This design comes from an exercise in tuning for small area and a short achievable clock period on the open sky130 flow, not from production work.
Function was checked by simulation only, so behaviour that the tests miss may differ from the original.

==> design.v <==
module wallace_adder #(
	parameter W = 32,  
	parameter N = 2    
) (
	input  wire [W*N-1:0] in,
	output wire [W-1:0]   out
);
generate
if (N == 2) begin: base
	assign out = in[0 +: W] + in[W +: W];
end else begin: recurse
	localparam N_NEXT = N / 3 * 2 + N % 3;
	integer i;
	reg [N_NEXT*W-1:0] psum;
	wallace_adder #(
		.W(W),
		.N(N_NEXT)
	) wadd (
		.in(psum),
		.out(out)
	);
	always @ (*) begin
		for (i = 0; i < N; i = i + 3) begin
			if (N - i >= 3) begin
				psum[(i / 3 * 2 + 0) * W +: W] = in[(i + 0) * W +: W] ^ in[(i + 1) * W +: W] ^ in[(i + 2) * W +: W];
				psum[(i / 3 * 2 + 1) * W +: W] = (
					(in[(i + 0) * W +: W] & in[(i + 1) * W +: W]) |
					(in[(i + 1) * W +: W] & in[(i + 2) * W +: W]) |
					(in[(i + 2) * W +: W] & in[(i + 0) * W +: W])) << 1;
			end else if (N - i == 2) begin
				psum[i / 3 * 2 * W +: 2 * W] = in[i * W +: 2 * W];
			end else begin
				psum[i / 3 * 2 * W +: W] = in[i * W +: W];
			end
		end
	end
end
endgenerate
endmodule
module wallace_mult #(
	parameter W = 32
) (
	input wire            sext_a,
	input wire            sext_b,
	input wire  [W-1:0]   a,
	input wire  [W-1:0]   b,
	output wire [W*2-1:0] out
);
reg [W*W*2-1:0] pprod_noinv;
reg [W*W*2-1:0] pprod;
integer i;
always @ (*) begin
	for (i = 0; i < W; i = i + 1) begin
		pprod_noinv[i * W * 2 +: W * 2] = ({2*W{b[i]}} & {{W{sext_a && a[W-1]}}, a}) << i;
		if (sext_b && i == W - 1) begin
			pprod[i * W * 2 +: W * 2] = -pprod_noinv[i * W * 2 +: W * 2];
		end else begin
			pprod[i * W * 2 +: W * 2] =  pprod_noinv[i * W * 2 +: W * 2];
		end
	end
end
wallace_adder #(
	.W(W * 2),
	.N(W)
) add0 (
	.in(pprod),
	.out(out)
);
endmodule
module wallace_mult_top (
	input  wire        clk,
	input  wire        sext_a,
	input  wire        sext_b,
	input  wire [31:0] a,
	input  wire [31:0] b,
	output reg  [63:0] out
);
reg        sext_a_r;
reg        sext_b_r;
reg [31:0] a_r;
reg [31:0] b_r;
wire [63:0] prod;
always @ (posedge clk) begin
	sext_a_r <= sext_a;
	sext_b_r <= sext_b;
	a_r <= a;
	b_r <= b;
	out <= prod;
end
wallace_mult #(
	.W(32)
) mult (
	.sext_a (sext_a_r),
	.sext_b (sext_b_r),
	.a      (a_r),
	.b      (b_r),
	.out    (prod)
);
endmodule
==> run.sh <==
#!/bin/bash
# synth_recipe.tcl (not shown) runs the flow's synth.tcl, then flattens the netlist and writes it again
# the make line also repeats each setting of config.mk as NAME=value (left out here)
make -C /OpenROAD-flow-scripts/flow DESIGN_CONFIG=/design/flow/config.mk WORK_HOME=/design/flow/orfs CLKGATE_MAP_FILE= SYNTH_SCRIPT=/design/flow/synth_recipe.tcl finish
==> config.mk <==
export PLATFORM = sky130hd
export DESIGN_NAME = wallace_mult_top
export DESIGN_NICKNAME = wallace_mult_top
export VERILOG_FILES = /design/flow/design.v
export SDC_FILE = /design/flow/constraint.sdc
export NUM_CORES = 4
export LEC_CHECK = 0
export CAP_MARGIN = 20
export CORE_MARGIN = 2
export CORE_UTILIZATION = 40
export SLEW_MARGIN = 20
==> constraint.sdc <==
create_clock -name core_clock -period 8.5 [get_ports {clk}]
set_input_delay 1.7000 -clock core_clock [delete_from_list [all_inputs] [get_ports {clk}]]
set_output_delay 1.7000 -clock core_clock [all_outputs]
set_load 0.01 [all_outputs]
==> summary.txt <==
Status - timing/DRC/antenna clean
Vias - 27.5k
Clock slew at the register clock pins of the worst setup and hold paths - 0.07 ns
# setup viols final - 0
Grt ovf - 0
First-pass GRT wire length - 170 mm
Slowest-stage cell, CP - fa_1
Fillers - 9432
Cts hold-fix bufs - 0
Initial Utilization - 0.403
Reg2reg path depth - 26
Final wirelength - 103 mm
Mapped cell area - 39400 um2
Core area - 98000 um2
Worst Path Arrival - 8.68 ns
DR vias/cell - 4.90
Period minus WS final - 8.26 ns
Drt wl/cell - 18.3 um
Worst-Skew Late Latency - 0.54 ns
Multi-input combinational cell area - 32000 um2
Synth Area per Inst - 9.30 um2
Seq/Total Area, Yosys - 0.0660
Normalized max-slew margin - 0.389
Layout Skew - 0.0304 ns
Num CTS Buffers - 17
Post-synthesis register bit count - 130
Initial antenna violation count - 3
Post-Place Setup Slack - -0.173 ns
CTS tree - yes
WP data required - 8.92 ns
Min-delay worst type - reg -> reg
Ys Warns - 10
Max cap viols - 0
RR Endpoint - out[62]
Die area - 101000 um2
Placed cell count - 5583
Setup TNS - 0 ns
Post-synth top area cell - fa_1
RSZ-0062 raised after global routing - false
Vias in the first global route - 30.3k
Reg2Reg Setup Slack - 0.24 ns
Crit path capture - out[62]
Critical path fanouts, max - 6
Share of the synthesized area in the top cell type - 0.536
CTS H-tree depth - 4
Chip width - 318 um
Share of layout cells above drive strength 1 - 0.0545
Tot GR Track Use - 0.217
Syn nets - 5517
Post-synth EDFFs - 0
Crit path from - a_r[13]
Actual slew at the worst max-slew pin - 0.915 ns
Drt initial violations - 1330
Storage cell area - 2620 um2
Root buf cell - clkbuf_16
GP Congestion - 0.858
Row Count - 115
Fin. Hold Viols - 0
Largest net degree at the start of global routing - 39
Final period util - 0.972
Routed Antenna Nets - 0
Ports - 131
Synth area leaders - fa_1, inv_1, and2_1
Reg-to-Reg Start - a_r[13]
Slowest stage delay, CP - 0.56 ns
Final non-filler cell total - 5616
Ys flop type - dfxtp_1
Area delta synth->final - 10.7%
CTS max path bufs - 2
Pre-Repair DR Iteration Count - 6
Final WS setup - 0.239 ns
PortBufs - 130
Clock net sink count - 130
DP HPWL - 86.8 mm
Post-synthesis async set-or-reset flop share - 0
# nets final - 5591
Cell count after synthesis - 4241
Distinct cells, synth - 62
Cell mode on critical path - fa_1
Final Max Tran Viols - 0
Die Ht - 318 um
F_max - 121 MHz
DRC viols - 0
Worst setup SP type - flop
Final hold slack - 0.788 ns
Crit Path Class - reg -> reg
CP endpoint kind - flop
## state kept, by name, indices dropped and copies added, names as in the netlist
| name | flops |
|---|---|
| a_r | 32 |
| b_r | 32 |
| out | 64 |
| sext_a_r | 1 |
| sext_b_r | 1 |
## worst max-delay path, delay by kind of cell, from the launching register on
kind                     cells  cell delay [ns]
adder cells (fa/ha/maj)      7             3.47
AND/OR/NAND/NOR              8             2.14
AO/OA/AOI/OAI                7             1.78
buffers and inverters        4             0.46
flip-flops                   1             0.31
## area by class of cell
cell class              count  area share
multi-input cells        2801       0.732
clock inverters            14     0.00441
flip-flops and latches    130      0.0599
well taps                1287      0.0369
clock buffers              18      0.0101
diodes                      1   0.0000573
repair buffers            304      0.0655
inverters                1061      0.0912
## routing by layer
metal | vias up | part of all wire | track usage
met3 | 118 | 0.067 | 0.0522
met1 | 14500 | 0.45 | 0.305
met4 | 4 | 0.022 | 0.0574
li1 | 12200 | - | -
met2 | 670 | 0.46 | 0.335
met5 | - | 0.00019 | 0
## cell usage in the layout (no fill, tap or decap), types with 9 or more instances in the layout
cell             synthesis  routed
dfxtp_1                130     118
clkdlybuf4s50_1          0     130
nor3_1                  20      20
dfxtp_2                  0      12
a21o_1                  19      19
clkbuf_16                0      17
nor2_1                  56      56
xnor2_1                 63      63
inv_1                 1061    1060
a211oi_1                13      13
ha_1                   153     153
maj3_1                  10       9
and2_1                 567     567
o21ai_0                 52      52
nand2_1                520     520
buf_12                   0      20
and3_1                  13      13
nand3_1                 20      20
a21oi_1                 71      71
nand4_1                 14      14
fa_1                  1056    1056
xor2_1                  42      41
buf_4                    0     153
o21bai_1                 9       9
## timing repair
| item | in CTS | in global routing |
|---|---|---|
| endpoints found under the setup margin | 1 | 3 |
| resized for setup | 3 | 19 |
| pin swaps | 0 | 1 |
| setup buffers | 0 | 0 |
## cells in the mapped netlist, drive strengths merged (8+ instances only)
master  number
inv       1061
fa        1056
and2       567
nand2      520
clkbuf     239
ha         153
dfxtp      130
a21oi       71
xnor2       63
o21ai       59
nor2        56
xor2        42
nand3       21
nor3        20
a21o        19
nand4       14
a211oi      13
and3        13
buf         10
maj3        10
o21bai       9
nand2b       8
## how the worst min path moves through the flow
stage,start,endpoint,cells past startpoint
5_1_grt,b_r[0],out[0],2
2_1_floorplan,a_r[0],out[0],1
4_1_cts,b_r[0],out[0],2
6_report,b_r[0],out[0],2
3_5_place_dp,b_r[0],out[0],2
3_3_place_gp,b_r[0],out[0],2
## cell families after synthesis
kind of cell,Yosys count,synth area share
adders and majority gates,1219,0.587
DFF,130,0.0660
and+or+nand+nor,1249,0.162
buffers and inverters,1310,0.125
xor gates and xnor gates,105,0.0233
AOI/OAI and AO/OA,228,0.0372
## through the flow
stage          area (um2)  utilization
3_5_place_dp        43000        0.438
3_3_place_gp        43000        0.438
2_1_floorplan       39400            -
4_1_cts             43600        0.445
5_1_grt             43700        0.446
6_report            43700        0.446

-- what the ideal ports hide --
In the flow no input, the clock included, has a driving cell. The finished layout below was timed again as built, in two steps.
Step 1 assumes that a clkbuf_16 drives the clock port and a buf_2 every other input.
Step 2 adds t to the input delays and takes it off the output delays; t is the mean of the earliest and latest rising clock arrival at the registers after step 1. Input paths then give back, and output paths get back, about the clock's delay inside the block.
a / b / c = no drivers / after step 1 / after step 2; a / b = the first two.
shift t [ns]: 0.589
slack for setup (ns): 0.239 / 0.239 / 0.239
hold WS [ns]: 0.788 / 0.788 / 0.788
After both steps this run still meets setup and hold. The setup slack of this run moves by 0.000 ns with the drivers and by 0.000 ns with both steps.
